Background: an optimization exercise with open tools, aiming at small area, a short achievable clock period and few clock cycles. Do not read the settings as production practice.
The RTL was checked by simulation tests, not by an equivalence proof against the original design.
Power and IR drop assume default switching activity.

==> flow/design.v, too long to show whole: its modules and the start of the top module <==
// module std_fp_smult_pipe: 3670 lines
// module mul_fa: 4 lines
// module mul_ha: 4 lines
// module mul_xor2: 3 lines
// module mul_and2: 3 lines
// module mul_enc: 4 lines
// module mul_x: 3 lines
// module mul_s: 3 lines
// module mul_sn: 3 lines
module std_fp_smult_pipe #(
    parameter WIDTH = 32,
    parameter INT_WIDTH = 16,
    parameter FRAC_WIDTH = 16
) (
    input  [WIDTH-1:0]              left,
    input  [WIDTH-1:0]              right,
    input  logic                    reset,
    input  logic                    go,
    input  logic                    clk,
    output logic [WIDTH-1:0]        out,
    output logic                    done
);
  // ...
==> flow/flow/run.sh <==
#!/bin/bash
# Layout flow: the standard ORFS flow (standard.sh, unchanged synthesis),
# with extra ORFS variables from flow/extra.env (port buffer cell choice and
# timing-repair options). Each tool's full output is in orfs/logs/...; the
# make output is in standard.log.
set -euo pipefail
here=$(pwd)
set -a
source "$here/flow/extra.env"
set +a
bash "$here/standard.sh" > "$here/standard.log" 2>&1
==> flow/flow/extra.env <==
BUFFER_PORTS_ARGS="-buffer_cell sky130_fd_sc_hd__buf_2"
==> flow/standard.sh <==
#!/bin/bash
# synth_recipe.tcl (not shown) runs the flow's synth.tcl, then flattens the netlist and writes it again
# the make line also repeats each setting of config.mk as NAME=value (left out here)
make -C /OpenROAD-flow-scripts/flow DESIGN_CONFIG=/design/flow/config.mk WORK_HOME=/design/flow/orfs CLKGATE_MAP_FILE= SYNTH_SCRIPT=/design/flow/synth_recipe.tcl "${@:-finish}"
==> flow/config.mk <==
export PLATFORM = sky130hd
export DESIGN_NAME = std_fp_smult_pipe
export DESIGN_NICKNAME = std_fp_smult_pipe
export VERILOG_FILES = /design/flow/design.v
export SDC_FILE = /design/flow/constraint.sdc
export NUM_CORES = 4
export LEC_CHECK = 0
export ABC_CLOCK_PERIOD_IN_PS = 2500
export CAP_MARGIN = 20
export CORE_MARGIN = 2
export CORE_UTILIZATION = 40
export SETUP_SLACK_MARGIN = 2.5
export SLEW_MARGIN = 20
export SYNTH_HIERARCHICAL = 1
==> flow/constraint.sdc <==
create_clock -name core_clock -period 7.5 [get_ports {clk}]
set_input_delay 1.5000 -clock core_clock [delete_from_list [all_inputs] [get_ports {clk}]]
set_output_delay 1.5000 -clock core_clock [all_outputs]
set_load 0.01 [all_outputs]
==> summary.txt, run 1 <==
Worst setup path:
- The signal on the critical path passes through buf_4 -> nand2b_1 -> o21ai_4 -> a22o_1 -> fa_1 -> fa_1 -> fa_1 -> fa_1 -> fa_1.
- The cell that appears most often on the critical path is fa_1.
- In this design, the stage delay of the slowest critical-path cell is a little over 0.6 ns.
- STA classifies the critical path endpoint as a register.
- The critical-path cell with the highest stage delay is o21ai_4.
- The critical path is of the in -> reg type.

Synth:
- Among all flip-flop cells after synthesis, the most frequent one is dfxtp_1.
- Sequential elements use 7.91% of the synthesized area.
- The portion of netlist area occupied by mux cells is 0%.
- After Yosys synthesis, and, or, nand and nor cells account for under 10% of the synthesized area.
- The number of standard cells after synthesis is around 1800.
- By area the synthesized netlist is led by fa_1 (37%), xor2_1 (21%), a22o_1 (19%), dfxtp_1 (7.9%), ha_1 (5.1%).
- The post-synthesis cell type with the largest combined area is fa_1.

Timing:
- Setup violations remaining at the end of the flow were counted as 0.
- The setup total negative slack is 0 ns.

Cells and area:
- The clock distribution area overhead in the final layout is 1.22%.
- The data-path buffer share of cell area in the final layout is under 10%.
- The area added between synthesis and finish is 13.5%.
- The finished cells cover 23300 µm².
- The area occupied by registers is around 1600 µm².
- Cells fill a little under half of the core in the end.
- Multi-input gates account for slightly above 80% of the area.

CTS:
- CTS built an H-tree with a depth of 3.
- The longest clock path from root to sink contains 2 buffers.

Routing:
- The first detailed-routing pass ran for 6 iterations.
- The highest metal layer carrying signal wires in the routed design is met4.
- Across all layers, the routed design uses roughly 16000 vias.
- The via density per instance is between 6 and 7.

Min path:
- The number of instances on the worst hold path is 2.
- The startpoint identified for the worst hold timing path is reset.

Power and ir drop:
- The leakage power total is roughly 10 nW.
- Net switching is between 40% and 50% of the power.

Run:
- Max-cap violations in this run came to 0.

Floorplanning:
- The number of top-level pins is 100.
- The floorplan step defined a core boundary enclosing ~50000 µm².
- The floorplan has a little over 80 rows.

GRT:
- After global routing, the most crowded layer is met2.
- The remaining global-route overflow is 0.
- The first global-routing pass estimated 107000 µm of wire.

Place:
- The HPWL after detailed placement is roughly 52000 µm.

Status:
- The flow ran to the end and the layout has no timing, DRC or antenna violations.
Testbench counts, summed over its fixed seeds: cycles 4,008.
==> inputs of run 2 (changes only) <==
--- a/flow/config.mk
+++ b/flow/config.mk
@@ -5,7 +5,6 @@
 export SDC_FILE = /design/flow/constraint.sdc
 export NUM_CORES = 4
 export LEC_CHECK = 0
-export ABC_CLOCK_PERIOD_IN_PS = 2500
 export CAP_MARGIN = 20
 export CORE_MARGIN = 2
 export CORE_UTILIZATION = 40
==> run 2 against run 1 <==
  * Still clean
  * Sequential power about the same
  * Via count unchanged
  * First-iteration DRC count unchanged
  * Synthesized cell count unchanged
  * Combinational power about the same
  * Synthesized area unchanged
  * Final area unchanged
  * Final cell count unchanged
  * Worst setup slack unchanged
  * Worst hold slack unchanged
  * Global-route usage unchanged
  * Critical path type unchanged
  * Critical endpoint unchanged
  * Largest cell class unchanged
  * Largest power group unchanged
==> summary.txt, run 2 <==
Worst setup path:
- The critical path in this run is classified as in -> reg.
- The largest driver fanout on the critical path is 18.
- The required time of the worst setup path is 7.74 ns.
- Together, buffers and inverters on the worst path number 1.
- The arrival time of the worst setup path is 5.24 ns.
- STA classifies the critical path endpoint as a register.
- The number of cells on the critical path is 9.
- The signal on the critical path passes through buf_4 -> nand2b_1 -> o21ai_4 -> a22o_1 -> fa_1 -> fa_1 -> fa_1 -> fa_1 -> fa_1.
- The cell family contributing the most delay on the critical path is adder cells.
- The critical-path cell with the highest stage delay is o21ai_4.
- The stage delay of the slowest cell on the critical path was 0.61 ns (about the same).
- The startpoint type of the worst setup path is an input pin.
- In this design, the critical path's most frequently occurring cell is fa_1.

Floorplanning:
- The die span in y is around 230 µm.
- The initial standard-cell utilization of the core is 40.7%.
- The die covers approximately 53000 µm².
- The core area was 50400 µm² (unchanged).
- The floorplan step set the die width to about 230 µm.
- The number of top-level pins is 100 (unchanged).
- The number of cell rows is 82 (unchanged).

Routing:
- The via density per instance was 6.19 (unchanged).
- The via total after detailed routing is 16300 (unchanged).
- The detailed router finished its first iteration with around 1600 violations.
- The remaining design rule violation count is 0.
- The number of search-and-repair iterations in the first detailed-routing pass was 6 (unchanged).
- Dividing the detail-routed wire length by the instance count gives between 20 and 30 µm.
- The routed wire length is 71300 µm.
- In this run the remaining antenna-violating nets after routing total 0.

GRT:
- The overall routing resource usage is 26.8%.
- The wire length of the first global-routing pass is 107000 µm (unchanged).
- The initial antenna violation count is 1.
- The number of global-route vias before repair came to between 15000 and 20000.
- The remaining global-route overflow is 0 (unchanged).
- The pin count of the biggest net entering global routing is roughly 40.

Timing:
- The smallest clock period supported by the final layout is computed as about 5.0 ns.
- The share of the cycle needed by the critical path after routing is between 60% and 70%.
- The max-slew violation count is 0.
- The final-report setup violation count is 0 (unchanged).
- The setup total negative slack is 0 ns (unchanged).
- The pin slew with the least headroom to its limit is approximately 0.8 ns.
- Derived from the worst setup path, the maximum achievable clock frequency is approximately 0.2 GHz.
- The final hold violation count is 0.
- The relative slew slack is 47.3%.
- The worst setup margin is about 2.5 ns.
- Setup repair after global routing could not meet its margin everywhere.

Synth:
- The number of storage elements in the synthesis netlist is 81.
- The number of standard cells after synthesis is 1787 (unchanged).
- For this run, the leading register cell type out of synthesis is dfxtp_1.
- The most common cell in the synthesized netlist is xor2_1.
- The share of synthesized area in the top cell type comes to a little under two fifths.
- Ranked by total cell area, the synthesized netlist is headed by fa_1 (37%), xor2_1 (21%), a22o_1 (19%), dfxtp_1 (7.9%), ha_1 (5.1%).
- The portion of the post-synthesis area used by sequential elements is 7.91% (unchanged).
- Yosys mapped the design onto 46 distinct sky130hd cell types.
- The number of nets produced by synthesis is between 2000 and 2500.
- In the synthesized netlist the async set-or-reset flop fraction comes to 0%.
- After synthesis the cells add up to roughly 20000 µm².
- The synthesized design contains 0 enable-type register cells.
- The number of warning messages in the yosys log is 7.
- The average cell area after synthesis is 11.5 µm².
- By count the netlist is led by xor2_1 (503), a22o_1 (456), fa_1 (376).
- The post-synthesis cell type with the largest combined area is fa_1.

Cells and area:
- The cell area after layout is 23300 µm² (unchanged).
- The non-filler instance count after layout is about 2600.
- In the layout the commonest cells are xor2_1 (496), a22o_1 (456), fa_1 (375).
- Summing all multi-input logic gate instances after layout gives around 19000 µm².
- The area occupied by registers is 1620 µm² (unchanged).
- The library cell used most frequently in the layout, excluding fill and tap cells, is xor2_1.
- Of the cells placed in the final design, the portion with a size suffix greater than 1 is between 10% and 20%.
- The antenna diode instance count is 0.
- The fill cell instance count of the final layout is around 4700.
- The area added between synthesis and finish is 13.5% (unchanged).
- The number of nets in the layout is about 2500.

Power and ir drop:
- The share of total power in combinational logic is 87.2%.
- The power per unit of standard cell area is between 400 and 500 nW/µm².
- The share of power burned in registers is approximately 8.6%.
- The clock group share of total power is ~4.2%.
- The worst-case IR drop observed on VDD is roughly 0.28 mV.
- The switching share of power is 49.7% (unchanged).
- The leakage power total came to 10.1 nW (unchanged).
- Summed over all nets, the switching power comes to 5.13 mW.
- Internal power comes to ~5.2 mW.

Min path:
- The path with the worst hold slack has its endpoint at done_r.
- The number of instances on the worst hold path is 2 (unchanged).
- The path class of the tightest hold or removal check is in -> reg.
- In this run the most critical hold path is launched from reset.

CTS:
- The CTS clock-pin slew for the worst setup and hold paths is 0.06 ns.
- The clock net in this run drives a total of a little over 80 sinks.
- The TritonCTS clock tree is yes.
- The hold buffer count at cts is 0.
- The buffer depth of the longest clock path is 2 (unchanged).
- Clock tree synthesis selected as its root buffer the cell clkbuf_16.
- The clock buffer count from CTS is 9.
- The depth of the CTS H-tree is 3 (unchanged).

Place:
- The count of buffers added on input and output ports is between 90 and 100.
- At the placement stage, the worst setup path has a slack of 1.61 ns.
- The instance area after placement is between 20000 and 25000 µm².
- The HPWL after detailed placement is 52300 µm (unchanged).
- The number of placed instances with taps included is around 2600.
- At the end of routability-driven placement, the weighted congestion stood at around 0.93.

Run:
- The count of max-cap constraint violations is 0 (unchanged).

Status:
- The flow ran to the end and the layout has no timing, DRC or antenna violations.
==> run 2: cell counts after synthesis <==
Identical to the previous run, type by type.
==> run 2: worst max path at each step <==
stage          slack (ns)  startpoint       to
6_report             2.50   right[21]    r27_1
3_3_place_gp         1.66   right[11]       rc
2_1_floorplan        2.47    right[9]       rc
5_1_grt              2.43       r30_2  out[31]
3_5_place_dp         1.61   right[11]       rc
4_1_cts              2.33    right[5]       rc
==> run 2: power by group through the flow <==
stage                     Combinational (mW)  Clock, mW  Sequential [mW]
after floorplan                         6.59          0            0.878
after global placement                  8.15          0            0.896
after detailed placement                8.34          0            0.902
after CTS                               8.61      0.457            0.892
after global routing                    10.1      0.469            0.916
final                                   8.99      0.437            0.888
==> run 2: layout make-up <==
class	instances	share of cell area, %
multi-input cells	1639	81.5
well taps	672	3.61
repair buffers	179	5.99
clock buffers	12	1.10
inverters	41	0.662
clock inverters	4	0.118
flip-flops and latches	81	6.97
==> run 2: cells by family after synthesis <==
family | after synthesis | share of synthesized area, %
adders and majority gates | 460 | 41.9
and+or+nand+nor | 116 | 3.45
AOI/OAI and AO/OA | 534 | 22.5
xor gates and xnor gates | 523 | 22.3
DFF | 81 | 7.91
buffers and inverters | 73 | 1.92
==> run 2: metrics by stage <==
stage                     hold WS, ns  utilization [%]  power (mW)
after global routing             1.25             46.2        11.5
after CTS                        1.25             45.2        9.96
after floorplan                  1.57                -        7.47
final                            1.27             46.2        10.3
after global placement           1.66             43.7        9.05
after detailed placement         1.66             43.7        9.24
==> run 2: repair_timing <==
item,CTS,global route
gates cloned,6,3
gates resized for setup,41,65
pin swaps,9,20
setup buffers,24,15
endpoints found under the setup margin,50,43
endpoints found under the hold margin,0,0
==> run 2: layer usage <==
metal | wire, µm | track usage [%] | vias up
met5 | 0 | 0 | -
met4 | 2910 | 10.9 | 0
met3 | 5790 | 5.51 | 162
met2 | 33400 | 43.8 | 863
met1 | 29200 | 34.8 | 8417
li1 | - | - | 6817
==> run 2: modules after synthesis (local to each module, per instance) <==
module,cells,times used
std_fp_smult_pipe,379,1
mul_fa,1,376
mul_ha,1,41
mul_sn,1,8
mul_s,1,456
mul_x,1,464
mul_xor2,1,32
mul_and2,1,31
==> inputs of run 3 (changes only) <==
--- a/flow/config.mk
+++ b/flow/config.mk
@@ -7,7 +7,7 @@
 export LEC_CHECK = 0
 export CAP_MARGIN = 20
 export CORE_MARGIN = 2
-export CORE_UTILIZATION = 40
+export CORE_UTILIZATION = 55
 export SETUP_SLACK_MARGIN = 2.5
 export SLEW_MARGIN = 20
 export SYNTH_HIERARCHICAL = 1
==> run 3 against run 2 <==
  * Final cell count shrank 7.6%
  * Final area shrank 0.95%
  * Maximum frequency shrank 0.13%
  * Global-route usage grew 11 points
  * Highest routed layer unchanged
  * Die area shrank 27%
==> summary.txt, run 3 <==
GRT:
- The initial antenna violation count was 0 (-1).
- The number of global-route vias before repair is 17100 (-1.8%).
- The wire length of the first global-routing pass is 107000 µm (+0.46%).
- The remaining global-route overflow is 0 (unchanged).
- The overall routing resource usage was 37.8% (+11 points).
- The pin count of the biggest net entering global routing is 41 (unchanged).

Cells and area:
- The fill cell instance count of the final layout is 3033 (-35%).
- The number of nets in the layout is 2484 (+0.24%).
- In the layout the commonest cells are xor2_1 (498), a22o_1 (456), fa_1 (376).
- The non-filler instance count after layout is 2429 (-7.6%).
- The footprint of the multi-input gates is 18900 µm² (-0.14%).
- The area occupied by registers is 1620 µm² (about the same).
- The commonest non-fill, non-tap cell in the layout is xor2_1.
- The area added between synthesis and finish is 12.4%.
- The ratio of cells with drive above 1 in the final layout is 14.2% (+0.17 points).
- The antenna diode instance count is 0 (unchanged).

Synth:
- Summed over all instances, the cell type with the most area after synthesis is fa_1.
- The average cell area after synthesis was 11.5 µm² (unchanged).
- The share of synthesized registers carrying an async set or reset was 0% (unchanged).
- The count of unique library cells instantiated by Yosys came to 46 (unchanged).
- The number of enable flip-flop cells after synthesis is 0 (unchanged).
- The number of standard cells after synthesis is 1787 (unchanged).
- By instance count, the leading cell after synthesis is xor2_1.
- In the post-synthesis netlist, the biggest area contributors are fa_1 (37%), xor2_1 (21%), a22o_1 (19%), dfxtp_1 (7.9%), ha_1 (5.1%).
- Ranked by instance count, the synthesized netlist is headed by xor2_1 (503), a22o_1 (456), fa_1 (376).
- The number of nets produced by synthesis is 2314 (unchanged).
- The total standard cell area after synthesis was 20500 µm² (unchanged).
- The dominant register cell in the synthesized netlist is dfxtp_1.
- The top cell type's share of synthesized area is 36.7% (unchanged).
- The portion of the post-synthesis area used by sequential elements was 7.91% (unchanged).
- The number of warning messages in the yosys log is 7 (unchanged).
- The number of storage elements in the synthesis netlist is 81 (unchanged).

Timing:
- The final-report setup violation count was 0 (unchanged).
- The minimum hold slack is 1.27 ns (-0.00447 ns).
- The clock period minus final worst setup slack is 5.00 ns (+0.00651 ns).
- Setup repair after global routing could not meet its margin everywhere.
- The setup total negative slack is 0 ns (unchanged).
- The worst setup margin is 2.50 ns (-0.00651 ns).
- The highest achievable clock rate is 0.200 GHz (-0.13%).
- The pin slew with the least headroom to its limit was 0.988 ns (+0.198 ns).
- The max-slew violation count was 0 (unchanged).
- The share of the cycle needed by the critical path after routing is 66.7% (+0.087 points).
- The relative slew slack came to 34.1% (-13 points).
- The final hold violation count came to 0 (unchanged).

Worst setup path:
- The required time of the worst setup path is 7.77 ns (+0.03 ns).
- The classification of the worst setup path is in -> reg.
- The endpoint kind of the worst setup timing path is a register.
- The largest driver fanout on the critical path came to 16 (-2).
- The buffering stage count on the worst path with inverters included was 1 (unchanged).
- The arrival time of the worst setup path is 5.27 ns (+0.03 ns).
- The stage delay of the slowest cell on the critical path is 0.57 ns (-0.04 ns).
- The critical path goes through buf_2 -> xor2_1 -> a22o_1 -> fa_1 -> fa_1 -> fa_1 -> ha_1 -> ha_1 -> ha_1 -> a2111oi_1 -> a21oi_1.
- The critical-path cell with the highest stage delay is fa_1.
- The worst setup path startpoint is left[5].
- STA classifies the critical path startpoint as an input pin.
- The top cell family by delay on the critical path is adder cells.

Status:
- The run finished with no timing, DRC or antenna violations.

Floorplanning:
- The die outline area was 38800 µm² (-27%).
- The number of top-level pins is 100 (unchanged).
- The number of cell rows came to 70 (-15%).
- The die width came to 197 µm (-14%).
- The initial standard-cell utilization of the core is 55.9% (+15 points).
- The core area came to 36700 µm² (-27%).
- The die span in y is 197 µm (-14%).

Power and ir drop:
- The total design power came to 10.3 mW (-0.62%).
- The leakage power total is 10.1 nW (+0.62%).
- The worst IR drop on VDD is 0.794 mV (+180%).
- The power per unit of standard cell area is 445 nW/µm² (+0.33%).

Run:
- The count of max-cap constraint violations is 0 (unchanged).

Min path:
- In this run the most critical hold path is launched from reset.
- The path class of the lowest-slack min-delay path is in -> reg.

Routing:
- The via density per instance is 6.82 (+10%).
- The remaining number of nets flagged by the antenna check after routing is 0 (unchanged).
- The via total after detailed routing is 16600 (+1.9%).
- The remaining design rule violation count is 0 (unchanged).
- The initial detailed-routing violation count was 1803 (+15%).
- The average routed wire per standard cell is 29.9 µm (+10%).
- The routed wire length is 72700 µm (+2.1%).
- The number of search-and-repair iterations in the first detailed-routing pass is 5 (-1).

CTS:
- The hold buffer count at cts is 0 (unchanged).
- TritonCTS built the clock tree.
- The depth of the CTS H-tree came to 3 (unchanged).
- The TritonCTS sink count is 81 (unchanged).
- The clock buffer count from CTS is 9 (unchanged).
- The root buffer cell is clkbuf_16.
- The CTS clock-pin slew for the worst setup and hold paths is 0.07 ns (about the same).
- The buffer depth of the longest clock path is 2 (unchanged).

Place:
- The number of buffers inserted by port buffering is 99 (unchanged).
- The worst setup slack before clock tree synthesis is 1.38 ns (-0.237 ns).
- The final RePlAce weighted congestion is 0.932 (about the same).
- The HPWL after detailed placement is 52700 µm (+0.92%).
- The number of placed instances with taps included came to 2365 (-7.8%).
run 3: metrics by stage:
stage,area (µm²),utilization (%)
3_3_place_gp,21800,59.4
4_1_cts,22600,61.6
5_1_grt,23000,62.8
2_1_floorplan,20600,-
3_5_place_dp,21800,59.4
6_report,23000,62.8
run 3: logic make-up after synthesis:
| family | Yosys count | share of synthesized area (%) |
|---|---|---|
| DFF | 81 | 7.91 |
| adders and majority gates | 460 | 41.9 |
| xor gates and xnor gates | 523 | 22.3 |
| AOI/OAI and AO/OA | 534 | 22.5 |
| and+or+nand+nor | 116 | 3.45 |
| buffers and inverters | 73 | 1.92 |
run 3: timing repair:
item                                    in CTS  in global routing
setup buffers                               19                 21
gates cloned                                 7                  2
pin swaps                                   16                 20
endpoints found under the setup margin      79                 32
gates resized for setup                     53                 45
run 3: area by class of cell:
type                       count  area share [%]
multi-input combinational   1638            82.2
sequential                    81            7.04
timing repair buffer         186            6.26
tap                          468            2.54
clock buffer                  10            1.04
inverter                      41           0.668
clock inverter                 5           0.244
run 3: report_power, final:
group	switching, mW	internal (mW)
Combinational	4.85	4.05
Clock	0.201	0.264
Sequential	0.100	0.791
Total	5.15	5.10
run 3: metal layers:
layer | routed length, µm | track usage, % | vias to the layer above
li1 | - | - | 6823
met1 | 29900 | 52.0 | 8511
met2 | 31500 | 57.2 | 1061
met3 | 8270 | 9.66 | 171
met4 | 3030 | 15.2 | 0
met5 | 0 | 0 | -
run 3: final timing paths:
check,slack (ns),cells past startpoint,to
worst max-delay path,2.50,11,rc
worst min-delay path,1.27,2,done_r
run 3: modules after synthesis (local to each module, per instance):
module	area (µm²)	cells	flops+latches	times used
mul_and2	6.26	1	0	31
mul_xor2	8.76	1	0	32
mul_x	8.76	1	0	464
mul_ha	12.5	1	0	41
mul_s	8.76	1	0	456
std_fp_smult_pipe	3820	379	81	1
mul_sn	12.5	1	0	8
mul_fa	20.0	1	0	376
==> inputs of run 4 (changes only) <==
==> flow/flow/extra.env (replaced) <==
BUFFER_PORTS_ARGS="-buffer_cell sky130_fd_sc_hd__buf_2"
SETUP_MOVE_SEQUENCE="unbuffer,sizeup,swap,vt_swap"
--- a/flow/config.mk
+++ b/flow/config.mk
@@ -7,7 +7,7 @@
 export LEC_CHECK = 0
 export CAP_MARGIN = 20
 export CORE_MARGIN = 2
-export CORE_UTILIZATION = 55
+export CORE_UTILIZATION = 40
 export SETUP_SLACK_MARGIN = 2.5
 export SLEW_MARGIN = 20
 export SYNTH_HIERARCHICAL = 1
==> run 4 against run 3 <==
  * Power is 1.9% lower
  * Via count is 4.4% lower
  * Critical path depth stayed put
  * Count of clock-buffer cells in the layout is 2 higher
  * Sequential share of layout area is 0.081 points higher
  * Routed wire length is 7.3% lower
  * Global-route usage is 12 points lower
  * Final area is 1.2% lower
  * Critical endpoint unchanged
  * Highest routed layer unchanged
==> summary.txt, run 4 <==
Status:
- The flow ran to the end and the layout has no timing, DRC or antenna violations.

CTS:
- The number of setup buffers added after CTS was 0 (-19).
- The depth of the CTS H-tree came to 3 (unchanged).
- TritonCTS built the clock tree.
- The CTS clock-pin slew for the worst setup and hold paths is 0.08 ns (about the same).
- The hold buffer count at cts is 0 (unchanged).
- The TritonCTS sink count is 81 (unchanged).
- The clock buffer count from CTS is 9 (unchanged).
- The buffer depth of the longest clock path is 2 (unchanged).
- CTS placed an instance of clkbuf_16 at the clock tree root.

Run:
- The count of max-cap constraint violations came to 0 (unchanged).

GRT:
- The wire length of the first global-routing pass was 104000 µm (-3.6%).
- The number of global-route vias before repair is 17200 (+0.064%).
- The remaining global-route overflow is 0 (unchanged).
- The initial antenna violation count was 1 (+1).
- The pin count of the biggest net entering global routing is 40 (-2.4%).
- The overall routing resource usage is 25.8% (-12 points).

Power and ir drop:
- The worst IR drop on VDD is 0.233 mV (-71%).
- The power per unit of standard cell area is 442 nW/µm² (-0.68%).
- The leakage power total was 9.82 nW (-3.2%).

Worst setup path:
- The startpoint type of the worst setup path is an input pin.
- The stage delay of the slowest cell on the critical path was 0.59 ns (+0.02 ns).
- By instance count, the cell type seen most on the critical path is fa_1.
- The required time of the worst setup path was 7.79 ns (+0.02 ns).
- The classification of the worst setup path is in -> reg.
- The arrival time of the worst setup path is 5.45 ns (+0.18 ns).
- The critical-path cell with the highest stage delay is buf_2.
- The critical path goes through buf_2 -> xor2_1 -> a22o_1 -> fa_1 -> fa_1 -> fa_1 -> fa_1 -> ha_1 -> ha_1 -> a2111oi_4 -> a21oi_1.
- The largest driver fanout on the critical path is 16 (unchanged).
- STA classifies the critical path endpoint as a register.

Synth:
- The post-synthesis cell type with the largest combined area is fa_1.
- xor2_1 is the most common cell in the netlist.
- The count of unique library cells instantiated by Yosys is 46 (unchanged).
- By count the netlist is led by xor2_1 (503), a22o_1 (456), fa_1 (376).
- The portion of the post-synthesis area used by sequential elements is 7.91% (unchanged).
- The most used flip-flop cell after synthesis is dfxtp_1.
- The number of storage elements in the synthesis netlist is 81 (unchanged).
- The share of synthesized registers carrying an async set or reset is 0% (unchanged).
- The number of enable flip-flop cells after synthesis is 0 (unchanged).
- The average cell area after synthesis came to 11.5 µm² (unchanged).
- The number of warning messages in the yosys log is 7 (unchanged).
- The number of nets produced by synthesis came to 2314 (unchanged).
- The number of standard cells after synthesis came to 1787 (unchanged).
- The top cell type's share of synthesized area came to 36.7% (unchanged).
- The total standard cell area after synthesis came to 20500 µm² (unchanged).
- In the post-synthesis netlist, the biggest area contributors are fa_1 (37%), xor2_1 (21%), a22o_1 (19%), dfxtp_1 (7.9%), ha_1 (5.1%).

Min path:
- The path class of the lowest-slack min-delay path is in -> reg.

Cells and area:
- The area occupied by registers was 1620 µm² (about the same).
- The commonest non-fill, non-tap cell in the layout is xor2_1.
- The ratio of cells with drive above 1 in the final layout is 12.2% (-2.0 points).
- The fill cell instance count of the final layout is 4688 (+55%).
- Compared with the post-synthesis result, the final layout area differs by 11.1%.
- The cell area after layout is 22800 µm² (-1.2%).
- The number of nets in the layout is 2430 (-2.2%).
- The non-filler instance count after layout is 2580 (+6.2%).
- The footprint of the multi-input gates is 18900 µm² (-0.24%).
- In the layout the commonest cells are xor2_1 (498), a22o_1 (456), fa_1 (369).
- The antenna diode instance count is 0 (unchanged).
- The post-route core utilization is 45.2% (-18 points).

Place:
- The number of buffers inserted by port buffering is 99 (unchanged).
- The HPWL after detailed placement is 52300 µm (-0.91%).
- The instance area after placement is 22000 µm² (+1.0%).
- The final RePlAce weighted congestion is 0.933 (about the same).
- The number of placed instances with taps included was 2564 (+8.4%).

Floorplanning:
- The initial standard-cell utilization of the core is 40.7% (-15 points).
- The die span in y is 230 µm (+17%).
- The die width was 230 µm (+17%).
- The core area came to 50400 µm² (+37%).
- The die outline area is 53100 µm² (+37%).
- The number of cell rows was 82 (+17%).
- The number of top-level pins is 100 (unchanged).

Routing:
- The average routed wire per standard cell is 26.1 µm (-13%).
- The initial detailed-routing violation count came to 1520 (-16%).
- The remaining design rule violation count came to 0 (unchanged).
- The via density per instance is 6.14 (-10%).
- The routed wire length came to 67400 µm (-7.3%).
- The remaining number of nets flagged by the antenna check after routing is 0 (unchanged).
- The number of search-and-repair iterations in the first detailed-routing pass is 5 (unchanged).
- The via total after detailed routing is 15800 (-4.4%).

Timing:
- The setup total negative slack is 0 ns (unchanged).
- The highest achievable clock rate is 0.194 GHz (-3.1%).
- The share of the cycle needed by the critical path after routing was 68.8% (+2.2 points).
- The max-slew violation count was 0 (unchanged).
- The clock period minus final worst setup slack is 5.16 ns (+0.162 ns).
- The relative slew slack was 24.2% (-9.9 points).
- The final hold violation count is 0 (unchanged).
- The pin slew with the least headroom to its limit was 1.13 ns (+0.144 ns).
- The final-report setup violation count is 0 (unchanged).
- The minimum hold slack is 1.27 ns (+0.00343 ns).
- Setup repair after global routing could not meet its margin everywhere.
[run 4: metal layers]
metal	global-route usage [%]	up-vias	wire, µm
li1	-	6710	-
met1	33.5	8193	27900
met5	0	-	0
met3	4.98	139	5250
met2	42.6	801	31800
met4	9.72	0	2460
[run 4: final cells by class]
class                      instances  area share [%]
multi-input combinational       1633            83.0
sequential                        81            7.12
timing repair buffer             137            4.24
tap                              672            3.69
clock buffer                      12            1.13
inverter                          41           0.676
clock inverter                     4           0.121
[run 4: cell families (layout without fill, tap and decap cells)]
family | count (synthesis) | in the layout | synth area share [%]
flip-flops | 81 | 81 | 7.91
AO/OA/AOI/OAI | 534 | 534 | 22.5
adder cells (fa/ha/maj) | 460 | 460 | 41.9
AND/OR/NAND/NOR | 116 | 116 | 3.45
XOR/XNOR | 523 | 523 | 22.3
buffers and inverters | 73 | 194 | 1.92
[run 4: timing repair]
item,CTS,global route
endpoints found under the setup margin,50,31
pin swaps,30,37
resized for setup,56,48
[run 4: through the flow]
stage	power, mW	worst slack [ns]
finish	10.1	2.34
global route	11.3	2.30
CTS	10.1	2.43
detailed placement	9.24	1.61
global placement	9.05	1.66
floorplan	7.47	2.47
[run 4: report_power, final]
| part | switching [mW] | total, mW | internal [mW] |
|---|---|---|---|
| registers | 0.0965 | 0.887 | 0.791 |
| clock network | 0.196 | 0.437 | 0.241 |
| logic | 4.77 | 8.73 | 3.97 |
[run 4: Yosys stat by module (local to each module, per instance), a selection]
module,cells,copies in the design,cell area (µm²)
mul_and2,1,31,6.26
mul_fa,1,376,20.0
mul_ha,1,41,12.5
mul_s,1,456,8.76
mul_x,1,464,8.76
std_fp_smult_pipe,379,1,3820
[run 4: path summary, 6_finish.rpt]
check | startpoint | to | slack, ns | cells after the start
setup / recovery | left[8] | rc | 2.34 | 11
hold / removal | reset | done_r | 1.27 | 2
[run 4: worst max-delay path: cells and delay by family]
| kind | cells | cell delay [ns] |
|---|---|---|
| AOI/OAI and AO/OA | 3 | 0.72 |
| xor gates and xnor gates | 1 | 0.21 |
| adders and majority gates | 6 | 2.41 |
| buffers and inverters | 1 | 0.59 |
==> inputs of run 5 (changes only) <==
==> flow/flow/extra.env (replaced) <==
BUFFER_PORTS_ARGS="-buffer_cell sky130_fd_sc_hd__buf_2"
--- a/flow/config.mk
+++ b/flow/config.mk
@@ -5,9 +5,9 @@
 export SDC_FILE = /design/flow/constraint.sdc
 export NUM_CORES = 4
 export LEC_CHECK = 0
-export CAP_MARGIN = 20
+export CAP_MARGIN = 5
 export CORE_MARGIN = 2
 export CORE_UTILIZATION = 40
 export SETUP_SLACK_MARGIN = 2.5
-export SLEW_MARGIN = 20
+export SLEW_MARGIN = 5
 export SYNTH_HIERARCHICAL = 1
==> run 5 against run 4 <==
  * Largest power group unchanged
  * Sequential power about the same
  * First-iteration DRC count increased by 3.4%
  * Synthesized area is the same
  * Flip-flop and latch count stayed put
  * Sequential share of layout area shrank 0.15 points
  * Count of clock-buffer cells in the layout is the same
  * Critical path depth down 2
  * Die area stayed put
  * Core utilization grew 0.99 points
==> summary.txt, run 5 <==
Synth:
- The most common cell in the synthesized netlist is xor2_1.
- The number of enable flip-flop cells after synthesis is 0 (unchanged).
- The number of nets produced by synthesis was 2314 (unchanged).
- The dominant register cell in the synthesized netlist is dfxtp_1.
- The top cell type's share of synthesized area is 36.7% (unchanged).
- The post-synthesis cell type with the largest combined area is fa_1.
- The number of storage elements in the synthesis netlist is 81 (unchanged).
- Sorting the synthesized cells by area gives the leading types as fa_1 (37%), xor2_1 (21%), a22o_1 (19%), dfxtp_1 (7.9%), ha_1 (5.1%).
- The average cell area after synthesis came to 11.5 µm² (unchanged).
- The total standard cell area after synthesis is 20500 µm² (unchanged).
- The count of unique library cells instantiated by Yosys is 46 (unchanged).
- The portion of the post-synthesis area used by sequential elements is 7.91% (unchanged).
- The number of standard cells after synthesis is 1787 (unchanged).
- The number of warning messages in the yosys log came to 7 (unchanged).
- The share of synthesized registers carrying an async set or reset is 0% (unchanged).
- After synthesis, the most frequently instantiated cells are xor2_1 (503), a22o_1 (456), fa_1 (376).

Cells and area:
- The ratio of cells with drive above 1 in the final layout was 14.0% (+1.8 points).
- The number of nets in the layout came to 2478 (+2.0%).
- The antenna diode instance count is 0 (unchanged).
- From synthesis to final layout, the design area changed by 13.5%.
- The commonest non-fill, non-tap cell in the layout is xor2_1.
- In the layout the commonest cells are xor2_1 (496), a22o_1 (456), fa_1 (375).

GRT:
- The remaining global-route overflow is 0 (unchanged).
- The global routing stage identified its most utilized layer as met2.
- The met1 layer usage reported by global route came to 34.8% (+1.3 points).
- The overall routing resource usage came to 26.8% (+1.1 points).
- The pin count of the biggest net entering global routing is 41 (+2.5%).
- The initial antenna violation count is 1 (unchanged).
- The number of global-route vias before repair was 17500 (+1.8%).
- The wire length of the first global-routing pass is 107000 µm (+3.3%).
- The met2 layer usage reported by global route is 43.8% (+1.2 points).
- The global-route met3 utilization is 5.51% (+0.53 points).

CTS:
- The CTS clock-pin slew for the worst setup and hold paths is 0.06 ns (-0.02 ns).
- The TritonCTS sink count is 81 (unchanged).
- TritonCTS built the clock tree.
- The clock buffer count from CTS was 9 (unchanged).
- The cell sitting at the root of the clock tree is a clkbuf_16.
- The buffer depth of the longest clock path is 2 (unchanged).
- The depth of the CTS H-tree is 3 (unchanged).

Routing:
- The average routed wire per standard cell was 27.1 µm (+3.8%).
- The via total after detailed routing is 16300 (+2.6%).
- The remaining design rule violation count was 0 (unchanged).
- The routed wire length was 71300 µm (+5.7%).
- The number of search-and-repair iterations in the first detailed-routing pass was 6 (+1).
- The via density per instance was 6.19 (+0.75%).
- The remaining number of nets flagged by the antenna check after routing is 0 (unchanged).
- The initial detailed-routing violation count came to 1572 (+3.4%).

Place:
- The final RePlAce weighted congestion was 0.933 (unchanged).
- The number of buffers inserted by port buffering is 99 (unchanged).
- The HPWL after detailed placement was 52300 µm (unchanged).
- The worst setup slack before clock tree synthesis is 1.61 ns (unchanged).

Worst setup path:
- The arrival time of the worst setup path is 5.24 ns (-0.21 ns).
- The largest driver fanout on the critical path came to 18 (+2).
- The signal on the critical path passes through buf_4 -> nand2b_1 -> o21ai_4 -> a22o_1 -> fa_1 -> fa_1 -> fa_1 -> fa_1 -> fa_1.
- The most repeated library cell on the critical path is fa_1.
- The startpoint type of the worst setup path is an input pin.
- The most critical setup path has its startpoint at right[21].
- The stage delay of the slowest cell on the critical path was 0.61 ns (+0.02 ns).
- The required time of the worst setup path was 7.74 ns (-0.05 ns).
- The endpoint kind of the worst setup timing path is a register.
- The classification of the worst setup path is in -> reg.
- Among all stages on the critical path, the largest delay is contributed by o21ai_4.

Timing:
- The final-report setup violation count is 0 (unchanged).
- The setup total negative slack is 0 ns (unchanged).
- The share of the cycle needed by the critical path after routing is 66.6% (-2.2 points).
- The worst setup margin is 2.50 ns (+0.168 ns).
- The pin slew with the least headroom to its limit is 0.790 ns (-0.342 ns).
- The max-slew violation count came to 0 (unchanged).
- The clock period minus final worst setup slack is 5.00 ns (-0.168 ns).
- Setup repair after global routing could not meet its margin everywhere.
- The relative slew slack is 47.3% (+23 points).
- The final hold violation count was 0 (unchanged).
- The highest achievable clock rate is 0.200 GHz (+3.4%).

Floorplanning:
- The die width is 230 µm (unchanged).
- The number of top-level pins is 100 (unchanged).
- The initial standard-cell utilization of the core was 40.7% (unchanged).
- The core area was 50400 µm² (unchanged).
- The die outline area is 53100 µm² (unchanged).
- The die span in y is 230 µm (unchanged).
- The number of cell rows was 82 (unchanged).

Power and ir drop:
- The leakage power total came to 10.1 nW (+2.7%).
- The power per unit of standard cell area was 443 nW/µm² (+0.36%).
- The worst IR drop on VDD came to 0.280 mV (+20%).

Run:
- The count of max-cap constraint violations was 0 (unchanged).

Min path:
- The path class of the lowest-slack min-delay path is in -> reg.
- The beginning of the worst hold path is reset.

Status:
- The run finished with no timing, DRC or antenna violations.
run 5: cell counts after synthesis:
No cell type changed its count.
run 5: logic make-up after synthesis:
kind of cell    share of synthesized area (%)
compound gates                           22.5
xor+xnor                                 22.3
fa+ha+maj                                41.9
simple gates                             3.45
flops                                    7.91
buf+inv                                  1.92
run 5: modules after synthesis, one instance, submodules excluded:
module / cells inside / flip-flops and latches
mul_xor2: 1 / 0
mul_sn: 1 / 0
mul_x: 1 / 0
std_fp_smult_pipe: 379 / 81
mul_and2: 1 / 0
mul_ha: 1 / 0
mul_fa: 1 / 0
mul_s: 1 / 0
run 5: path summary, 6_finish.rpt:
check	to	cells after the start
worst max-delay path	r27_1	9
worst min-delay path	done_r	2
run 5: cell type report:
type	count	area, µm²
Inverter	41	154
Fill cell	4650	27100
Clock inverter	4	27.5
Sequential cell	81	1620
Timing Repair Buffer	179	1390
Tap cell	672	841
Clock buffer	12	256
Multi-Input combinational cell	1639	19000
run 5: metal layers:
metal	share of wire [%]	wire, µm	vias to the layer above
li1	-	-	6817
met1	41	29200	8417
met5	0	0	-
met3	8.1	5790	162
met4	4.1	2910	0
met2	47	33400	863
run 5: power breakdown:
group / switching (mW) / leakage [nW] / total, mW / internal, mW
Sequential: 0.0971 / 0.682 / 0.888 / 0.791
Combinational: 4.84 / 9.27 / 8.99 / 4.16
Clock: 0.196 / 0.131 / 0.437 / 0.241
run 5: what timing repair did:
action	4_1_cts	5_1_grt
buffers inserted	24	15
gates cloned	6	3
gates resized for setup	41	65
hold buffers	0	0
setup endpoints to repair	50	43
pin swaps	9	20
run 5: critical path, delay by kind of cell:
kind	cells	cell delay, ns
AO/OA/AOI/OAI	2	0.86
buffers and inverters	1	0.29
adder cells (fa/ha/maj)	5	2.30
AND/OR/NAND/NOR	1	0.26
run 5: metrics by stage:
stage	hold slack (ns)	cells	utilization, %	power (mW)	instance area, µm²
detailed placement	1.66	2564	43.7	9.24	22000
global route	1.25	2628	46.2	11.5	23300
CTS	1.25	2610	45.2	9.96	22800
floorplan	1.57	1787	-	7.47	20600
global placement	1.66	2564	43.7	9.05	22000
finish	1.27	2628	46.2	10.3	23300
==> inputs of run 6 (changes only) <==
==> flow/flow/extra.env (replaced) <==
BUFFER_PORTS_ARGS="-buffer_cell sky130_fd_sc_hd__buf_4"
--- a/flow/config.mk
+++ b/flow/config.mk
@@ -5,9 +5,9 @@
 export SDC_FILE = /design/flow/constraint.sdc
 export NUM_CORES = 4
 export LEC_CHECK = 0
-export CAP_MARGIN = 5
+export CAP_MARGIN = 20
 export CORE_MARGIN = 2
 export CORE_UTILIZATION = 40
 export SETUP_SLACK_MARGIN = 2.5
-export SLEW_MARGIN = 5
+export SLEW_MARGIN = 20
 export SYNTH_HIERARCHICAL = 1
==> run 6 against run 5 <==
  * Synthesized area stayed put
  * Routed wire length is 3.4% lower
  * Count of clock-buffer cells in the layout shrank 3
  * Via count shrank 0.21%
  * Final cell count down 1.3%
  * Critical path depth did not move
  * Combinational power increased by 3.0%
  * Still clean
  * Highest routed layer unchanged
  * Power rose by 2.9%
  * Clock power grew 6.9%
==> summary.txt, run 6 <==
Synth:
- The number of warning messages in the yosys log came to 7 (unchanged).
- By area the synthesized netlist is led by fa_1 (37%), xor2_1 (21%), a22o_1 (19%), dfxtp_1 (7.9%), ha_1 (5.1%).
- The share of synthesized registers carrying an async set or reset was 0% (unchanged).
- The top cell type's share of synthesized area was 36.7% (unchanged).
- The count of unique library cells instantiated by Yosys came to 46 (unchanged).
- By count the netlist is led by xor2_1 (503), a22o_1 (456), fa_1 (376).
- In the synthesized netlist the dominant register cell turns out to be dfxtp_1.
- The number of enable flip-flop cells after synthesis is 0 (unchanged).
- The number of standard cells after synthesis is 1787 (unchanged).
- The number of storage elements in the synthesis netlist is 81 (unchanged).
- The most common cell in the synthesized netlist is xor2_1.
- The post-synthesis cell type with the largest combined area is fa_1.
- The number of nets produced by synthesis is 2314 (unchanged).
- The average cell area after synthesis is 11.5 µm² (unchanged).
- The total standard cell area after synthesis is 20500 µm² (unchanged).
- The portion of the post-synthesis area used by sequential elements is 7.91% (unchanged).

GRT:
- The most heavily used metal layer in global routing is met2.
- The global-route met3 utilization is 4.59% (-0.91 points).
- The pin count of the biggest net entering global routing is 42 (+2.4%).
- The met1 layer usage reported by global route is 34.8% (about the same).
- The overall routing resource usage came to 25.9% (-0.99 points).
- The number of global-route vias before repair is 17100 (-2.1%).
- The wire length of the first global-routing pass is 104000 µm (-2.9%).
- The initial antenna violation count was 0 (-1).
- The met2 layer usage reported by global route is 41.7% (-2.1 points).
- The remaining global-route overflow is 0 (unchanged).

Cells and area:
- The post-route core utilization was 46.1% (-0.12 points).
- Leaving out fill and tap cells, the most frequent cell in the layout is xor2_1.
- The cell area after layout is 23200 µm² (-0.25%).
- The area added between synthesis and finish is 13.2%.
- The non-filler instance count after layout is 2594 (-1.3%).
- The number of nets in the layout is 2444 (-1.4%).
- The top cell types in the final layout, fill and taps aside, are xor2_1 (497), a22o_1 (456), fa_1 (374).
- The ratio of cells with drive above 1 in the final layout is 12.4% (-1.6 points).
- The antenna diode instance count is 0 (unchanged).

Power and ir drop:
- The share of power burned in registers was 8.4% (-0.2 points).
- The internal power is 5.47 mW (+5.5%).
- The switching power of the nets is 5.14 mW (+0.25%).
- The total design power is 10.6 mW (+2.9%).
- The clock group share of total power is 4.4% (+0.2 points).
- The switching share of power is 48.4% (-1.3 points).
- The share of total power in combinational logic came to 87.2% (about the same).
- The leakage power total is 10.0 nW (-0.78%).
- The power per unit of standard cell area is 457 nW/µm² (+3.2%).
- The worst IR drop on VDD came to 0.325 mV (+16%).

Timing:
- The share of the cycle needed by the critical path after routing is 66.2% (-0.43 points).
- The setup total negative slack is 0 ns (unchanged).
- The pin slew with the least headroom to its limit is 0.721 ns (-0.0690 ns).
- The worst setup margin came to 2.54 ns (+0.0322 ns).
- The final-report setup violation count was 0 (unchanged).
- The relative slew slack is 51.7% (+4.4 points).
- The final hold violation count is 0 (unchanged).
- The max-slew violation count came to 0 (unchanged).
- The minimum hold slack is 1.26 ns (-0.0146 ns).
- The clock period minus final worst setup slack came to 4.96 ns (-0.0322 ns).
- Setup repair after global routing could not meet its margin everywhere.
- The highest achievable clock rate is 0.201 GHz (+0.65%).

Place:
- The instance area after placement is 22200 µm² (+0.68%).
- The HPWL after detailed placement is 50300 µm (-3.7%).
- The number of placed instances with taps included is 2551 (-0.51%).
- The final RePlAce weighted congestion was 0.887 (-5.0%).
- The number of buffers inserted by port buffering is 99 (unchanged).
- The worst setup slack before clock tree synthesis is 1.44 ns (-0.173 ns).

Routing:
- The number of search-and-repair iterations in the first detailed-routing pass is 5 (-1).
- The via total after detailed routing is 16200 (-0.21%).
- The remaining number of nets flagged by the antenna check after routing is 0 (unchanged).
- The via density per instance is 6.25 (+1.1%).
- The initial detailed-routing violation count is 1628 (+3.6%).
- The remaining design rule violation count is 0 (unchanged).
- The average routed wire per standard cell is 26.5 µm (-2.1%).
- The routed wire length is 68800 µm (-3.4%).

Floorplanning:
- The die outline area was 53100 µm² (unchanged).
- The core area was 50400 µm² (unchanged).
- The die span in y came to 230 µm (unchanged).
- The die width was 230 µm (unchanged).
- The number of cell rows is 82 (unchanged).
- The number of top-level pins is 100 (unchanged).
- The initial standard-cell utilization of the core is 40.7% (unchanged).

Worst setup path:
- The critical path in this run is classified as in -> reg.
- The required time of the worst setup path is 7.76 ns (+0.02 ns).
- STA classifies the critical path endpoint as a register.
- The startpoint type of the worst setup path is an input pin.
- The arrival time of the worst setup path came to 5.22 ns (-0.02 ns).
- The largest driver fanout on the critical path is 36 (+18).

Min path:
- The number of instances on the worst hold path is 2 (unchanged).
- The worst hold path terminates at done_r.
- The worst hold path begins at reset.
- The min-delay analysis places its worst path in the category in -> reg.

CTS:
- The TritonCTS sink count is 81 (unchanged).
- The CTS clock-pin slew for the worst setup and hold paths came to 0.06 ns (about the same).
- The depth of the CTS H-tree came to 3 (unchanged).
- The hold buffer count at cts is 0 (unchanged).
- The clock buffer count from CTS is 9 (unchanged).
- The buffer depth of the longest clock path is 2 (unchanged).
- The root buffer cell is clkbuf_16.
- TritonCTS built the clock tree.

Run:
- The count of max-cap constraint violations is 0 (unchanged).

Status:
- The run finished with no timing, DRC or antenna violations.
## run 6: cell type report
class                           count  area, µm²
Clock buffer                        9        225
Clock inverter                      7       77.6
Fill cell                        4718      27200
Inverter                           41        154
Multi-Input combinational cell   1638      18900
Sequential cell                    81       1620
Tap cell                          672        841
Timing Repair Buffer              146       1340
## run 6: layer usage
metal | vias up | share of wire, %
li1 | 6730 | -
met1 | 8488 | 42
met2 | 853 | 46
met3 | 154 | 8.4
met4 | 0 | 3.3
met5 | - | 0
## run 6: cells by family after synthesis
| group | after synthesis | synth area share (%) |
|---|---|---|
| AOI/OAI and AO/OA | 534 | 22.5 |
| DFF | 81 | 7.91 |
| xor gates and xnor gates | 523 | 22.3 |
| and+or+nand+nor | 116 | 3.45 |
| adders and majority gates | 460 | 41.9 |
| buffers and inverters | 73 | 1.92 |
## run 6: repair_timing
| action | CTS | global route |
|---|---|---|
| cloned | 5 | 3 |
| resized for setup | 43 | 43 |
| endpoints found under the setup margin | 55 | 31 |
| buffers inserted | 15 | 4 |
| pin swaps | 10 | 17 |
## run 6: power groups by stage
stage	clock, mW	sequential, mW	combinational [mW]
floorplan	0	0.878	6.59
global placement	0	0.893	8.55
detailed placement	0	0.899	8.68
CTS	0.486	0.890	9.01
global route	0.502	0.909	10.4
finish	0.467	0.886	9.26
## run 6: worst max-delay path, cell delays in order
cell	delay, ns
buf_8	0.32
ha_2	0.46
buf_4	0.27
a22o_1	0.26
fa_1	0.58
fa_1	0.43
fa_1	0.40
fa_1	0.54
fa_1	0.40
## run 6: modules after synthesis, one instance, submodules excluded, a selection
module             times used  flops+latches  cells inside  cell area (µm²)
mul_xor2                   32              0             1             8.76
mul_fa                    376              0             1             20.0
mul_x                     464              0             1             8.76
std_fp_smult_pipe           1             81           379             3820
mul_and2                   31              0             1             6.26
mul_s                     456              0             1             8.76
## run 6: worst max-delay path by stage
stage | startpoint | end | slack, ns | cells after the start
2_1_floorplan | right[9] | rc | 2.47 | 10
3_3_place_gp | right[7] | rc | 1.50 | 12
3_5_place_dp | right[7] | rc | 1.44 | 12
4_1_cts | right[9] | rc | 2.49 | 13
5_1_grt | r30_0 | out[31] | 2.43 | 13
6_report | right[21] | r27_1 | 2.54 | 9
==> inputs of run 7 (changes only) <==
--- a/flow/config.mk
+++ b/flow/config.mk
@@ -8,6 +8,7 @@
 export CAP_MARGIN = 20
 export CORE_MARGIN = 2
 export CORE_UTILIZATION = 40
+export PLACE_DENSITY = 0.8
 export SETUP_SLACK_MARGIN = 2.5
 export SLEW_MARGIN = 20
 export SYNTH_HIERARCHICAL = 1
==> run 7 against run 6 <==
  * Count of clock-buffer cells in the layout is 2 higher
  * Maximum frequency shrank 0.23%
  * Core utilization is essentially flat
  * Worst setup slack got worse by 0.011 ns
  * First-iteration DRC count is 37% higher
  * Synthesized area is the same
  * Non-clock buffer count unchanged
  * Synthesized cell count unchanged
  * Sequential share of layout area hardly changed
  * Flip-flop and latch count unchanged
  * Critical path depth grew 2
  * Critical path type unchanged
==> summary.txt, run 7 <==
Timing:
- The final hold violation count is 0 (unchanged).
- The setup total negative slack was 0 ns (unchanged).
- The pin slew with the least headroom to its limit is 0.769 ns (+0.0476 ns).
- The final-report setup violation count is 0 (unchanged).
- The highest achievable clock rate is 0.201 GHz (-0.23%).
- The clock period minus final worst setup slack is 4.97 ns (+0.0114 ns).
- The relative slew slack is 48.5% (-3.2 points).
- The max-slew violation count is 0 (unchanged).
- The share of the cycle needed by the critical path after routing came to 66.3% (+0.15 points).
- Setup repair after global routing could not meet its margin everywhere.

Worst setup path:
- The startpoint type of the worst setup path is an input pin.
- STA classifies the critical path endpoint as a register.
- The arrival time of the worst setup path is 5.21 ns (about the same).
- The worst setup path startpoint is right[23].
- The required time of the worst setup path is 7.74 ns (-0.02 ns).
- The largest driver fanout on the critical path was 33 (-8.3%).
- The critical path is of the in -> reg type.

Power and ir drop:
- The leakage power total came to 10.0 nW (about the same).
- The worst IR drop on VDD was 0.323 mV (-0.59%).
- The power per unit of standard cell area was 457 nW/µm² (about the same).
- The total design power is 10.6 mW (about the same).

Synth:
- The count of unique library cells instantiated by Yosys is 46 (unchanged).
- The share of synthesized registers carrying an async set or reset is 0% (unchanged).
- By area the synthesized netlist is led by fa_1 (37%), xor2_1 (21%), a22o_1 (19%), dfxtp_1 (7.9%), ha_1 (5.1%).
- The total standard cell area after synthesis is 20500 µm² (unchanged).
- In the synthesized netlist the dominant register cell turns out to be dfxtp_1.
- The number of nets produced by synthesis is 2314 (unchanged).
- The biggest area contributor in the post-synthesis netlist is fa_1.
- The number of storage elements in the synthesis netlist came to 81 (unchanged).
- The number of standard cells after synthesis is 1787 (unchanged).
- The number of enable flip-flop cells after synthesis is 0 (unchanged).
- By count the netlist is led by xor2_1 (503), a22o_1 (456), fa_1 (376).
- The number of warning messages in the yosys log came to 7 (unchanged).
- The average cell area after synthesis came to 11.5 µm² (unchanged).
- The top cell type's share of synthesized area came to 36.7% (unchanged).
- The most common cell in the synthesized netlist is xor2_1.
- The portion of the post-synthesis area used by sequential elements is 7.91% (unchanged).

Run:
- The count of max-cap constraint violations is 0 (unchanged).

GRT:
- The overall routing resource usage is 25.0% (-0.87 points).
- The number of global-route vias before repair is 17700 (+3.8%).
- The initial antenna violation count is 0 (unchanged).
- The wire length of the first global-routing pass came to 102000 µm (-1.9%).
- The remaining global-route overflow is 0 (unchanged).
- The pin count of the biggest net entering global routing came to 41 (-2.4%).

Cells and area:
- The fill cell instance count of the final layout is 4450 (-5.7%).
- The footprint of the multi-input gates is 18900 µm² (-0.17%).
- The antenna diode instance count is 0 (unchanged).
- The area occupied by registers is 1620 µm² (about the same).
- The commonest non-fill, non-tap cell in the layout is xor2_1.
- The number of nets in the layout is 2443 (-0.041%).
- The ratio of cells with drive above 1 in the final layout came to 12.2% (-0.25 points).
- The post-route core utilization came to 46.1% (about the same).
- Leaving out fill and tap cells, the most frequent cells in the layout are xor2_1 (497), a22o_1 (456), fa_1 (374).
- The area added between synthesis and finish came to 13.2% (about the same).

Floorplanning:
- The number of cell rows is 82 (unchanged).
- The die outline area was 53100 µm² (unchanged).
- The number of top-level pins is 100 (unchanged).
- The core area is 50400 µm² (unchanged).
- The die width came to 230 µm (unchanged).
- The die span in y is 230 µm (unchanged).
- The initial standard-cell utilization of the core is 40.7% (unchanged).

Min path:
- The worst hold path begins at reset.
- The tightest min-delay check is of the in -> reg type.

CTS:
- The depth of the CTS H-tree is 3 (unchanged).
- The TritonCTS sink count is 81 (unchanged).
- TritonCTS built the clock tree.
- The buffer depth of the longest clock path came to 2 (unchanged).
- The tree is rooted in a clkbuf_16.
- The CTS clock-pin slew for the worst setup and hold paths is 0.06 ns (about the same).
- The clock buffer count from CTS is 9 (unchanged).

Place:
- The number of buffers inserted by port buffering came to 99 (unchanged).
- The final RePlAce weighted congestion is 0.955 (+7.7%).
- The HPWL after detailed placement is 48900 µm (-2.8%).

Routing:
- The number of search-and-repair iterations in the first detailed-routing pass is 6 (+1).
- The average routed wire per standard cell came to 25.8 µm (-2.8%).
- The via density per instance was 6.44 (+3.0%).
- The via total after detailed routing is 16700 (+2.9%).
- The routed wire length is 66900 µm (-2.8%).
- The initial detailed-routing violation count is 2230 (+37%).
- The remaining number of nets flagged by the antenna check after routing is 0 (unchanged).
- The remaining design rule violation count is 0 (unchanged).

Status:
- The flow ran to the end and the layout has no timing, DRC or antenna violations.
run 7: cell counts after synthesis:
No cell type changed its count.
run 7: cells by family after synthesis:
group	count (synthesis)	synth area share [%]
AO/OA/AOI/OAI	534	22.5
XOR/XNOR	523	22.3
adder cells (fa/ha/maj)	460	41.9
buffers and inverters	73	1.92
flip-flops	81	7.91
AND/OR/NAND/NOR	116	3.45
run 7: cell type report:
cell class,instances,share of cell area [%]
Clock buffer,11,1.05
Clock inverter,5,0.237
Inverter,41,0.663
Multi-Input combinational cell,1637,81.5
Sequential cell,81,6.99
Tap cell,672,3.62
Timing Repair Buffer,146,5.91
run 7: Yosys stat by module (local to each module, per instance):
| module | area (µm²) | times used |
|---|---|---|
| mul_and2 | 6.26 | 31 |
| mul_fa | 20.0 | 376 |
| mul_ha | 12.5 | 41 |
| mul_s | 8.76 | 456 |
| mul_sn | 12.5 | 8 |
| mul_x | 8.76 | 464 |
| mul_xor2 | 8.76 | 32 |
| std_fp_smult_pipe | 3820 | 1 |
run 7: path summary, 6_finish.rpt:
kind / to / slack, ns / depth (start not counted)
worst max-delay path: r32_1 / 2.53 / 11
worst min-delay path: done_r / 1.28 / 2
run 7: repair_timing:
action                     4_1_cts  5_1_grt
gates cloned                     4        3
hold buffers                     0        0
setup endpoints to repair       70       33
buffers inserted                 8       13
pin swaps                        7       19
resized for setup               41       47
run 7: per-stage QoR:
stage / instances / hold WS, ns / cell area [µm²] / setup slack [ns]
6_report: 2593 / 1.28 / 23200 / 2.53
5_1_grt: 2593 / 1.27 / 23200 / 2.45
4_1_cts: 2577 / 1.26 / 22800 / 2.48
3_5_place_dp: 2549 / 1.66 / 22100 / 1.61
3_3_place_gp: 2549 / 1.66 / 22100 / 1.56
2_1_floorplan: 1787 / 1.57 / 20600 / 2.47
run 7: layer usage:
metal,global-route usage [%],vias to the layer above,part of all wire [%]
met5,0,-,0
met2,40.9,1266,46
li1,-,6743,-
met3,6.44,314,11
met4,12.7,0,5.7
met1,30.4,8375,37
run 7: power breakdown:
group | switching, mW | internal [mW]
logic | 4.91 | 4.36
registers | 0.0967 | 0.791
clock network | 0.192 | 0.266
run 7: critical path, stage by stage:
cell and delay, ns:
buf_6 0.35, nand3b_1 0.25, buf_4 0.19, o21ai_4 0.13
buf_4 0.18, a22o_1 0.18, fa_1 0.42, fa_1 0.49
fa_1 0.59, fa_1 0.44, fa_1 0.43
==> inputs of run 8 (changes only) <==
--- a/flow/config.mk
+++ b/flow/config.mk
@@ -8,7 +8,7 @@
 export CAP_MARGIN = 20
 export CORE_MARGIN = 2
 export CORE_UTILIZATION = 40
-export PLACE_DENSITY = 0.8
+export GPL_TIMING_DRIVEN = 0
 export SETUP_SLACK_MARGIN = 2.5
 export SLEW_MARGIN = 20
 export SYNTH_HIERARCHICAL = 1
==> run 8 against run 7 <==
  * Combinational power increased by 11%
  * Count of clock-buffer cells in the layout decreased by 1
  * Die area unchanged
  * Worst setup slack better by 0.016 ns
  * Clock power shrank 1%
  * Worst hold slack worse by 0.012 ns
  * Highest routed layer unchanged
==> summary.txt, run 8 <==
Status:
- The run finished with no timing, DRC or antenna violations.

Timing:
- The pin slew with the least headroom to its limit is 0.849 ns (+0.0795 ns).
- The max-slew violation count was 0 (unchanged).
- The worst setup margin is 2.54 ns (+0.0157 ns).
- The share of the cycle needed by the critical path after routing is 66.1% (-0.21 points).
- The clock period minus final worst setup slack is 4.96 ns (-0.0157 ns).
- The highest achievable clock rate is 0.202 GHz (+0.32%).
- Setup repair after global routing could not meet its margin everywhere.
- The final-report setup violation count is 0 (unchanged).
- The relative slew slack is 43.4% (-5.1 points).
- The setup total negative slack is 0 ns (unchanged).
- The final hold violation count is 0 (unchanged).

Routing:
- The met2 routed wirelength is 32000 µm (+3.9%).
- The via total after detailed routing came to 16500 (-1.4%).
- The met3 layer wire length in the routed design came to 6520 µm (-11%).
- The number of search-and-repair iterations in the first detailed-routing pass was 6 (unchanged).
- The routed wire length is 69900 µm (+4.5%).
- The remaining number of nets flagged by the antenna check after routing is 0 (unchanged).
- The remaining design rule violation count is 0 (unchanged).
- The via density per instance is 6.23 (-3.2%).
- The initial detailed-routing violation count is 1855 (-17%).
- Signal routing reaches up to met4.
- The average routed wire per standard cell is 26.5 µm (+2.6%).
- The detailed-routing wirelength on met1 is 28600 µm (+14%).

Worst setup path:
- The arrival time of the worst setup path was 5.21 ns (about the same).
- The startpoint type of the worst setup path is an input pin.
- The number of cells on the critical path was 10 (-1).
- The classification of the worst setup path is in -> reg.
- Traced cell by cell, the critical path runs through buf_6 -> nand3b_1 -> o21ai_2 -> buf_4 -> a22o_1 -> fa_1 -> fa_1 -> fa_1 -> fa_1 -> fa_1.
- By instance count, the cell type seen most on the critical path is fa_1.
- The required time of the worst setup path came to 7.75 ns (about the same).
- The slowest stage of the critical path is the fa_1 cell.
- The largest driver fanout on the critical path is 29 (-12%).
- The buffering stage count on the worst path with inverters included came to 2 (-1).
- Tracing the worst setup path back leads to its startpoint at right[27].
- The endpoint of the most critical setup path is r43_1.
- The worst setup path is captured at a register.
- The top cell family by delay on the critical path is adder cells.
- The stage delay of the slowest cell on the critical path came to 0.54 ns (-0.05 ns).

Place:
- The number of buffers inserted by port buffering came to 99 (unchanged).
- The worst setup slack before clock tree synthesis is 1.39 ns (-0.222 ns).
- The HPWL after detailed placement is 49500 µm (+1.0%).
- The final RePlAce weighted congestion was 0.881 (-7.8%).

Floorplanning:
- The core area is 50400 µm² (unchanged).
- The die span in y was 230 µm (unchanged).
- The initial standard-cell utilization of the core is 40.7% (unchanged).
- The die outline area is 53100 µm² (unchanged).
- The die width came to 230 µm (unchanged).
- The number of cell rows is 82 (unchanged).
- The number of top-level pins is 100 (unchanged).

GRT:
- The pin count of the biggest net entering global routing is 42 (+2.4%).
- The wire length of the first global-routing pass came to 106000 µm (+3.9%).
- The remaining global-route overflow was 0 (unchanged).
- The overall routing resource usage is 26.3% (+1.3 points).
- The initial antenna violation count is 0 (unchanged).
- The number of global-route vias before repair came to 17400 (-2.0%).

CTS:
- TritonCTS built the clock tree.
- The hold buffer count at cts came to 0 (unchanged).
- In this run the clock root is driven by a clkbuf_16.
- The CTS clock-pin slew for the worst setup and hold paths came to 0.06 ns (about the same).
- The clock buffer count from CTS is 9 (unchanged).
- The TritonCTS sink count is 81 (unchanged).
- The buffer depth of the longest clock path is 2 (unchanged).
- The depth of the CTS H-tree is 3 (unchanged).

Run:
- The count of max-cap constraint violations came to 0 (unchanged).

Cells and area:
- In the layout the commonest cells are xor2_1 (496), a22o_1 (456), fa_1 (373).
- The number of nets in the layout is 2492 (+2.0%).
- The antenna diode instance count is 0 (unchanged).
- The ratio of cells with drive above 1 in the final layout is 15.0% (+2.9 points).
- From synthesis to final layout, the design area changed by 16.3%.
- The commonest non-fill, non-tap cell in the layout is xor2_1.

Power and ir drop:
- The worst IR drop on VDD came to 0.287 mV (-11%).
- The total design power is 11.6 mW (+9.4%).
- The leakage power total came to 10.3 nW (+3.0%).
- The power per unit of standard cell area is 487 nW/µm² (+6.4%).

Synth:
- The count of unique library cells instantiated by Yosys came to 46 (unchanged).
- The number of nets produced by synthesis came to 2314 (unchanged).
- The number of enable flip-flop cells after synthesis came to 0 (unchanged).
- The share of synthesized registers carrying an async set or reset came to 0% (unchanged).
- The most common cell in the synthesized netlist is xor2_1.
- The portion of the post-synthesis area used by sequential elements was 7.91% (unchanged).
- Yosys attributes the largest share of cell area to fa_1 (37%), xor2_1 (21%), a22o_1 (19%), dfxtp_1 (7.9%), ha_1 (5.1%).
- The post-synthesis cell type with the largest combined area is fa_1.
- The number of standard cells after synthesis was 1787 (unchanged).
- The most used flip-flop cell after synthesis is dfxtp_1.
- The number of warning messages in the yosys log is 7 (unchanged).
- The average cell area after synthesis came to 11.5 µm² (unchanged).
- The total standard cell area after synthesis is 20500 µm² (unchanged).
- The number of storage elements in the synthesis netlist is 81 (unchanged).
- The top cell type's share of synthesized area is 36.7% (unchanged).
- By count the netlist is led by xor2_1 (503), a22o_1 (456), fa_1 (376).

Min path:
- The path class of the lowest-slack min-delay path is in -> reg.
-- run 8: cell counts after synthesis --
Identical to the previous run, type by type.
-- run 8: routing by layer --
layer  track usage [%]  vias up
li1                  -     6842
met1              34.5     8468
met2              42.0      961
met3              5.83      187
met4              10.7        0
met5                 0        -
-- run 8: repair_timing --
| item | CTS | global route |
|---|---|---|
| pin swaps | 24 | 19 |
| buffers inserted | 40 | 8 |
| setup endpoints to repair | 63 | 35 |
| gates resized for setup | 58 | 33 |
| cloned | 7 | 4 |
-- run 8: cell type report --
| class | count | area, µm² |
|---|---|---|
| sequential | 81 | 1620 |
| clock inverter | 4 | 45.0 |
| buffer | 32 | 240 |
| clock buffer | 10 | 239 |
| inverter | 41 | 154 |
| tap | 672 | 841 |
| fill | 4650 | 26500 |
| timing repair buffer | 159 | 1600 |
| multi-input combinational | 1641 | 19100 |
-- run 8: cell families (layout without fill, tap and decap cells) --
kind of cell	Yosys count	count (layout)	share of synthesized area, %
AO/OA/AOI/OAI	534	541	22.5
AND/OR/NAND/NOR	116	117	3.45
buffers and inverters	73	246	1.92
adder cells (fa/ha/maj)	460	460	41.9
XOR/XNOR	523	523	22.3
flip-flops	81	81	7.91
-- run 8: report_power, final --
group,total (mW),switching [mW],internal [mW]
registers,0.889,0.0968,0.792
logic,10.3,5.00,5.26
clock network,0.452,0.191,0.261
-- run 8: per-module statistics from Yosys, one instance, submodules excluded --
module | cells inside | copies in the design
mul_ha | 1 | 41
mul_fa | 1 | 376
mul_xor2 | 1 | 32
mul_x | 1 | 464
std_fp_smult_pipe | 379 | 1
mul_sn | 1 | 8
mul_and2 | 1 | 31
mul_s | 1 | 456
-- run 8: how the worst min path moves through the flow --
| stage | start | endpoint | slack, ns | cells after the start |
|---|---|---|---|---|
| floorplan | reset | done_r | 1.57 | 1 |
| global placement | reset | done_r | 1.66 | 2 |
| detailed placement | reset | done_r | 1.66 | 2 |
| CTS | reset | done_r | 1.24 | 2 |
| global route | reset | done_r | 1.25 | 2 |
| finish | reset | done_r | 1.27 | 2 |
-- run 8: metrics by stage --
step	instances	area (µm²)	util (%)	hold slack, ns
after floorplan	1787	20600	-	1.57
after global placement	2558	22200	44.0	1.66
after detailed placement	2567	22500	44.6	1.66
after CTS	2628	23500	46.7	1.24
after global routing	2640	23800	47.3	1.25
final	2640	23800	47.3	1.27

==> separate check: timing with driven ports <==
How much do the figures lean on ideal ports? The routed layouts below were timed once more, with nothing changed but the port constraints. Step 1 assumes that a clkbuf_16 drives the clock port and a buf_2 every other input. Step 2, shift: input delay + t, output delay - t, t = (earliest + latest rising clock arrival at the registers) / 2. This alone moves slack from input paths to output paths. Slacks: no drivers / after step 1 / after step 2; pairs: no drivers / after step 1.
run	shift t [ns]	slack for setup (ns)	worst setup path after step 2	cell pins on the clock port's net
run 1	0.438	2.505 / 2.507 / 2.069	input to register	1
run 2	0.438	2.505 / 2.507 / 2.069	input to register	1
run 3	0.431	2.498 / 2.449 / 2.101	input to register	1
run 4	0.438	2.337 / 2.368 / 1.931	input to register	1
run 5	0.438	2.505 / 2.507 / 2.069	input to register	1
run 6	0.441	2.537 / 2.516 / 2.075	input to register	1
run 7	0.423	2.526 / 2.420 / 1.997	input to register	1
run 8	0.438	2.541 / 2.441 / 2.003	input to register	1
After both steps every run listed still meets setup and hold. The setup slack of run 8, which loses most, moves by -0.100 ns with the drivers and by -0.538 ns with both steps.
